This design comes from an exercise in tuning for small area and a short achievable clock period on the open sky130 flow, not from production work. Where RTL was checked, it was by simulation tests only, not by an equivalence proof against the original. Power figures rest on the tool's default switching activity, not on a simulated workload.

==> module cinema_system, before the edit <==
module cinema_system(
    input clk,
    input reset,
    input [1:0] theater_id,     
    input [3:0] row,
    input [3:0] col,
    input book_seat,
    input cancel_seat,
    input [1:0] seat_category,  
    input [1:0] time_slot,      
    input [2:0] day_type,       
    output [7:0] seat_status_out,
    output [7:0] total_booked,
    output [7:0] total_available,
    output [15:0] revenue,
    output [15:0] total_revenue
);
    reg        valid;
    reg [1:0]  p_theater;
    reg [6:0]  p_cnt;
    reg [15:0] p_rev;
    reg [9:0]  p_delta;    
    reg        p_add, p_sub;
    reg [15:0] trev;
    reg [7:0]  status_q;
    reg        p_wr;
    reg [4:0]  p_row;
    reg [9:0] price;
    always @(*) begin
        case ({seat_category == 2'd2 ? 2'd2 : seat_category == 2'd1 ? 2'd1 : 2'd0,
               time_slot == 2'd0 ? 2'd0 : time_slot == 2'd2 ? 2'd2 : 2'd1,
               day_type == 3'd1 ? 2'd1 : day_type == 3'd2 ? 2'd2 : 2'd0})
            6'b00_00_00: price = 10'd120;
            6'b00_00_01: price = 10'd144;
            6'b00_00_10: price = 10'd180;
            6'b00_01_00: price = 10'd150;
            6'b00_01_01: price = 10'd180;
            6'b00_01_10: price = 10'd225;
            6'b00_10_00: price = 10'd180;
            6'b00_10_01: price = 10'd216;
            6'b00_10_10: price = 10'd270;
            6'b01_00_00: price = 10'd160;
            6'b01_00_01: price = 10'd192;
            6'b01_00_10: price = 10'd240;
            6'b01_01_00: price = 10'd200;
            6'b01_01_01: price = 10'd240;
            6'b01_01_10: price = 10'd300;
            6'b01_10_00: price = 10'd240;
            6'b01_10_01: price = 10'd288;
            6'b01_10_10: price = 10'd360;
            6'b10_00_00: price = 10'd240;
            6'b10_00_01: price = 10'd288;
            6'b10_00_10: price = 10'd360;
            6'b10_01_00: price = 10'd300;
            6'b10_01_01: price = 10'd360;
            6'b10_01_10: price = 10'd450;
            6'b10_10_00: price = 10'd360;
            6'b10_10_01: price = 10'd432;
            6'b10_10_10: price = 10'd540;
            default:     price = 10'bx;
        endcase
    end
    wire        row_ok = ~row[3];
    wire        col_ok = ~col[3];
    wire [4:0]  row_idx = {theater_id, row[2:0]};
    wire [31:0] row_wr = {31'd0, p_wr} << p_row;
    wire [31:0] row_keep = ~row_wr & {32{valid}};
    wire [255:0] seat_q;
    genvar g;
    generate for (g = 0; g < 32; g = g + 1) begin : seat_rows
        wire [7:0] unused_d;
        hold_reg #(8) u (.clk(clk), .wr(row_wr[g]), .keep(row_keep[g]), .n(status_q),
                         .q(seat_q[g*8 +: 8]), .d(unused_d));
    end endgenerate
    wire [3:0]  th_dec = 4'd1 << theater_id;
    wire [7:0]  rw_dec = 8'd1 << row[2:0];
    wire [31:0] row_rd;
    generate for (g = 0; g < 32; g = g + 1) begin : rd
        assign row_rd[g] = th_dec[g / 8] & rw_dec[g % 8] & row_keep[g];
    end endgenerate
    wire        fwd = p_wr & (p_row == row_idx);
    wire [32:0] rd_sel = {fwd, row_rd};
    wire [7:0]  row_old;
    genvar b;
    generate for (b = 0; b < 8; b = b + 1) begin : rdb
        wire [32:0] v;
        wire [10:0] n;
        for (g = 0; g < 32; g = g + 1) begin : vv
            assign v[g] = seat_q[g*8 + b];
        end
        assign v[32] = status_q[b];
        for (g = 0; g < 11; g = g + 1) begin : t
            aoi3 u (.a0(v[3*g]), .s0(rd_sel[3*g]), .a1(v[3*g+1]), .s1(rd_sel[3*g+1]),
                    .a2(v[3*g+2]), .s2(rd_sel[3*g+2]), .y(n[g]));
        end
        assign row_old[b] = ~&n;
    end endgenerate
    wire [7:0] col_sel = (8'd1 << col[2:0]) & {8{row_ok & col_ok}};
    wire       old_bit = |(row_old & col_sel);
    wire       new_bit = ~cancel_seat & (old_bit | book_seat);
    wire [7:0] row_new = (row_old & ~col_sel) | (col_sel & {8{new_bit}});
    wire       op_add = |col_sel & ~old_bit & book_seat & ~cancel_seat;
    wire       op_sub = |col_sel & old_bit & cancel_seat;
    wire [15:0] rev_now, trev_now;
    wire [6:0]  cnt_now, avail_now;
    rev_adder u_rev (.a(p_rev), .d(p_delta), .s(p_sub), .y(rev_now));
    rev_adder u_trev (.a(trev), .d(p_delta), .s(p_sub), .y(trev_now));
    cnt_adder u_cnt (.c(p_cnt), .add(p_add), .sub(p_sub), .booked(cnt_now), .avail(avail_now));
    assign seat_status_out = status_q;
    assign total_booked    = {1'b0, cnt_now};
    assign total_available = {1'b0, avail_now};
    assign revenue         = rev_now;
    assign total_revenue   = trev_now;
    wire [3:0]  th_wr = 4'd1 << p_theater;
    wire [3:0]  th_keep = ~th_wr & {4{valid}};
    wire [22:0] th_d [0:3];
    generate for (g = 0; g < 4; g = g + 1) begin : theaters
        wire [22:0] q;
        hold_reg #(23) u (.clk(clk), .wr(th_wr[g]), .keep(th_keep[g]), .n({cnt_now, rev_now}),
                          .q(q), .d(th_d[g]));
    end endgenerate
    wire [22:0] th_sel = th_d[theater_id];
    always @(posedge clk) begin
        p_theater <= theater_id;
        p_row <= row_idx;
    end
    always @(posedge clk or posedge reset) begin
        if (reset) begin
            valid <= 1'b0;
            trev <= 16'd0;
            p_cnt <= 7'd0;
            p_rev <= 16'd0;
            p_delta <= 10'd0;
            p_add <= 1'b0;
            p_sub <= 1'b0;
            status_q <= 8'd0;
            p_wr <= 1'b0;
        end else begin
            valid <= 1'b1;
            trev <= trev_now;
            {p_cnt, p_rev} <= th_sel;
            p_delta <= op_sub ? ~price : op_add ? price : 10'd0;
            p_add <= op_add;
            p_sub <= op_sub;
            status_q <= row_ok ? row_new : 8'd0;
            p_wr <= row_ok;
        end
    end
endmodule
clock: 32.0 ns
lec_check: 0
cap_margin: 20
core_margin: 2
core_utilization: 65
slew_margin: 20
synth_hierarchical: 1
standard.sh (not shown) runs the stock make flow with config.mk's settings and CLKGATE_MAP_FILE= SYNTH_SCRIPT=/design/flow/synth_recipe.tcl, a recipe that flattens the netlist after the stock synthesis.
==> flow/flow/run.sh <==
#!/bin/bash
# Standard ORFS layout (the standard.sh, so the standard synthesis,
# floorplan, power grid and tap cells are unchanged), with extra make
# variables from flow/knobs.txt, one VAR=value per line:
#  - REMOVE_ABC_BUFFERS=1: drop the buffers ABC inserts (resizer rebuffers),
#  - BUFFER_PORTS_ARGS: small port buffers,
#  - SETUP_SLACK_MARGIN / TNS_END_PERCENT: timing repair asked to reach a
#    setup slack margin, which pushes the achieved period down (the SDC and
#    the clock period are unchanged),
#  - CTS_ARGS: clock tree with large clusters and no dummy loads.
# make's output goes to make_finish.log; ORFS keeps each step's log under
# orfs/logs.
set -euo pipefail
args=()
while IFS= read -r line; do
  [[ -z "$line" || "$line" == \#* ]] && continue
  args+=("$line")
done < flow/knobs.txt
bash standard.sh "${args[@]}" finish > make_finish.log 2>&1
==> flow/flow/knobs.txt <==
REMOVE_ABC_BUFFERS=1
BUFFER_PORTS_ARGS=-buffer_cell sky130_fd_sc_hd__buf_1
SETUP_SLACK_MARGIN=23
TNS_END_PERCENT=5
CTS_ARGS=-sink_clustering_enable -repair_clock_nets -sink_clustering_size 24 -sink_clustering_max_diameter 80 -buf_list sky130_fd_sc_hd__clkbuf_16 -dont_use_dummy_load
Next try:
--- a/flow/design.v
+++ b/flow/design.v
@@ -42,12 +42,33 @@
 endmodule
 module aoi3 (
     input a0, s0, a1, s1, a2, s2,
     output y
 );
     assign y = ~((a0 & s0) | (a1 & s1) | (a2 & s2));
+endmodule
+module nand11 (
+    input [10:0] n,
+    output y
+);
+    assign y = ~&n;
+endmodule
+module col_pick (
+    input [7:0] r,
+    input [7:0] sel,
+    output y
+);
+    assign y = |(r & sel);
+endmodule
+module sel2 #(parameter W = 1) (
+    input s,
+    input [W-1:0] a,
+    input [W-1:0] b,
+    output [W-1:0] y
+);
+    assign y = s ? a : b;
 endmodule
 module cinema_system(
     input clk,
     input reset,
     input [1:0] theater_id,     
     input [3:0] row,
@@ -138,20 +159,28 @@
         end
         assign v[32] = status_q[b];
         for (g = 0; g < 11; g = g + 1) begin : t
             aoi3 u (.a0(v[3*g]), .s0(rd_sel[3*g]), .a1(v[3*g+1]), .s1(rd_sel[3*g+1]),
                     .a2(v[3*g+2]), .s2(rd_sel[3*g+2]), .y(n[g]));
         end
-        assign row_old[b] = ~&n;
-    end endgenerate
-    wire [7:0] col_sel = (8'd1 << col[2:0]) & {8{row_ok & col_ok}};
-    wire       old_bit = |(row_old & col_sel);
-    wire       new_bit = ~cancel_seat & (old_bit | book_seat);
-    wire [7:0] row_new = (row_old & ~col_sel) | (col_sel & {8{new_bit}});
-    wire       op_add = |col_sel & ~old_bit & book_seat & ~cancel_seat;
-    wire       op_sub = |col_sel & old_bit & cancel_seat;
+        nand11 u_or (.n(n), .y(row_old[b]));
+    end endgenerate
+    wire       in_rng = row_ok & col_ok;
+    wire [7:0] col_sel = (8'd1 << col[2:0]) & {8{in_rng}};
+    wire       old_bit;
+    col_pick u_col (.r(row_old), .sel(col_sel), .y(old_bit));
+    wire [7:0] row_new = (row_old & ~col_sel) |
+                         (col_sel & {8{~cancel_seat}} & (row_old | {8{book_seat}}));
+    wire       bk = in_rng & book_seat & ~cancel_seat;
+    wire       cn = in_rng & cancel_seat;
+    wire [9:0] d_free = {10{bk}} & price;
+    wire [9:0] d_booked = {10{cn}} & ~price;
+    wire       op_add, op_sub;
+    wire [9:0] op_delta;
+    sel2 #(12) u_op (.s(old_bit), .a({d_booked, 1'b0, cn}), .b({d_free, bk, 1'b0}),
+                     .y({op_delta, op_add, op_sub}));
     wire [15:0] rev_now, trev_now;
     wire [6:0]  cnt_now, avail_now;
     rev_adder u_rev (.a(p_rev), .d(p_delta), .s(p_sub), .y(rev_now));
     rev_adder u_trev (.a(trev), .d(p_delta), .s(p_sub), .y(trev_now));
     cnt_adder u_cnt (.c(p_cnt), .add(p_add), .sub(p_sub), .booked(cnt_now), .avail(avail_now));
     assign seat_status_out = status_q;
@@ -184,13 +213,13 @@
             status_q <= 8'd0;
             p_wr <= 1'b0;
         end else begin
             valid <= 1'b1;
             trev <= trev_now;
             {p_cnt, p_rev} <= th_sel;
-            p_delta <= op_sub ? ~price : op_add ? price : 10'd0;
+            p_delta <= op_delta;
             p_add <= op_add;
             p_sub <= op_sub;
             status_q <= row_ok ? row_new : 8'd0;
             p_wr <= row_ok;
         end
     end
What happened: Clock skew is higher by 0.010 ns; maximum frequency stays flat; hold slack stays flat; routed wire length went up by a few percent; synthesized area grows slightly; power is higher by about a fifth; final cell count rose slightly; sequential cell count stays the same; via count goes up by a few percent; utilization went up by 0.28 points.
The RTL of the second run of this note was laid out without a check of its function.

## afterwards: timing with drivers on the ports
How much do the figures lean on ideal ports? The routed layouts below were timed once more, with nothing changed but the port constraints. Step 1 assumes that a clkbuf_16 drives the clock port and a buf_2 every other input. Step 2, shift: input delay + t, output delay - t, t = (earliest + latest rising clock arrival at the registers) / 2. This alone moves slack from input paths to output paths. a / b / c = no drivers / after step 1 / after step 2; a / b = the first two.
run | t, ns | slack for setup (ns) | worst data-port slew with drivers (ns) | cell pins on the clock port's net
the first run | 0.577 | 22.769 / 22.738 / 22.225 | 0.07 | 1
the second run | 0.573 | 22.746 / 22.772 / 22.199 | 0.07 | 1
After both steps setup and hold are still met in every run listed. The setup slack of the second run, which loses most, moves by +0.026 ns with the drivers and by -0.547 ns with both steps.
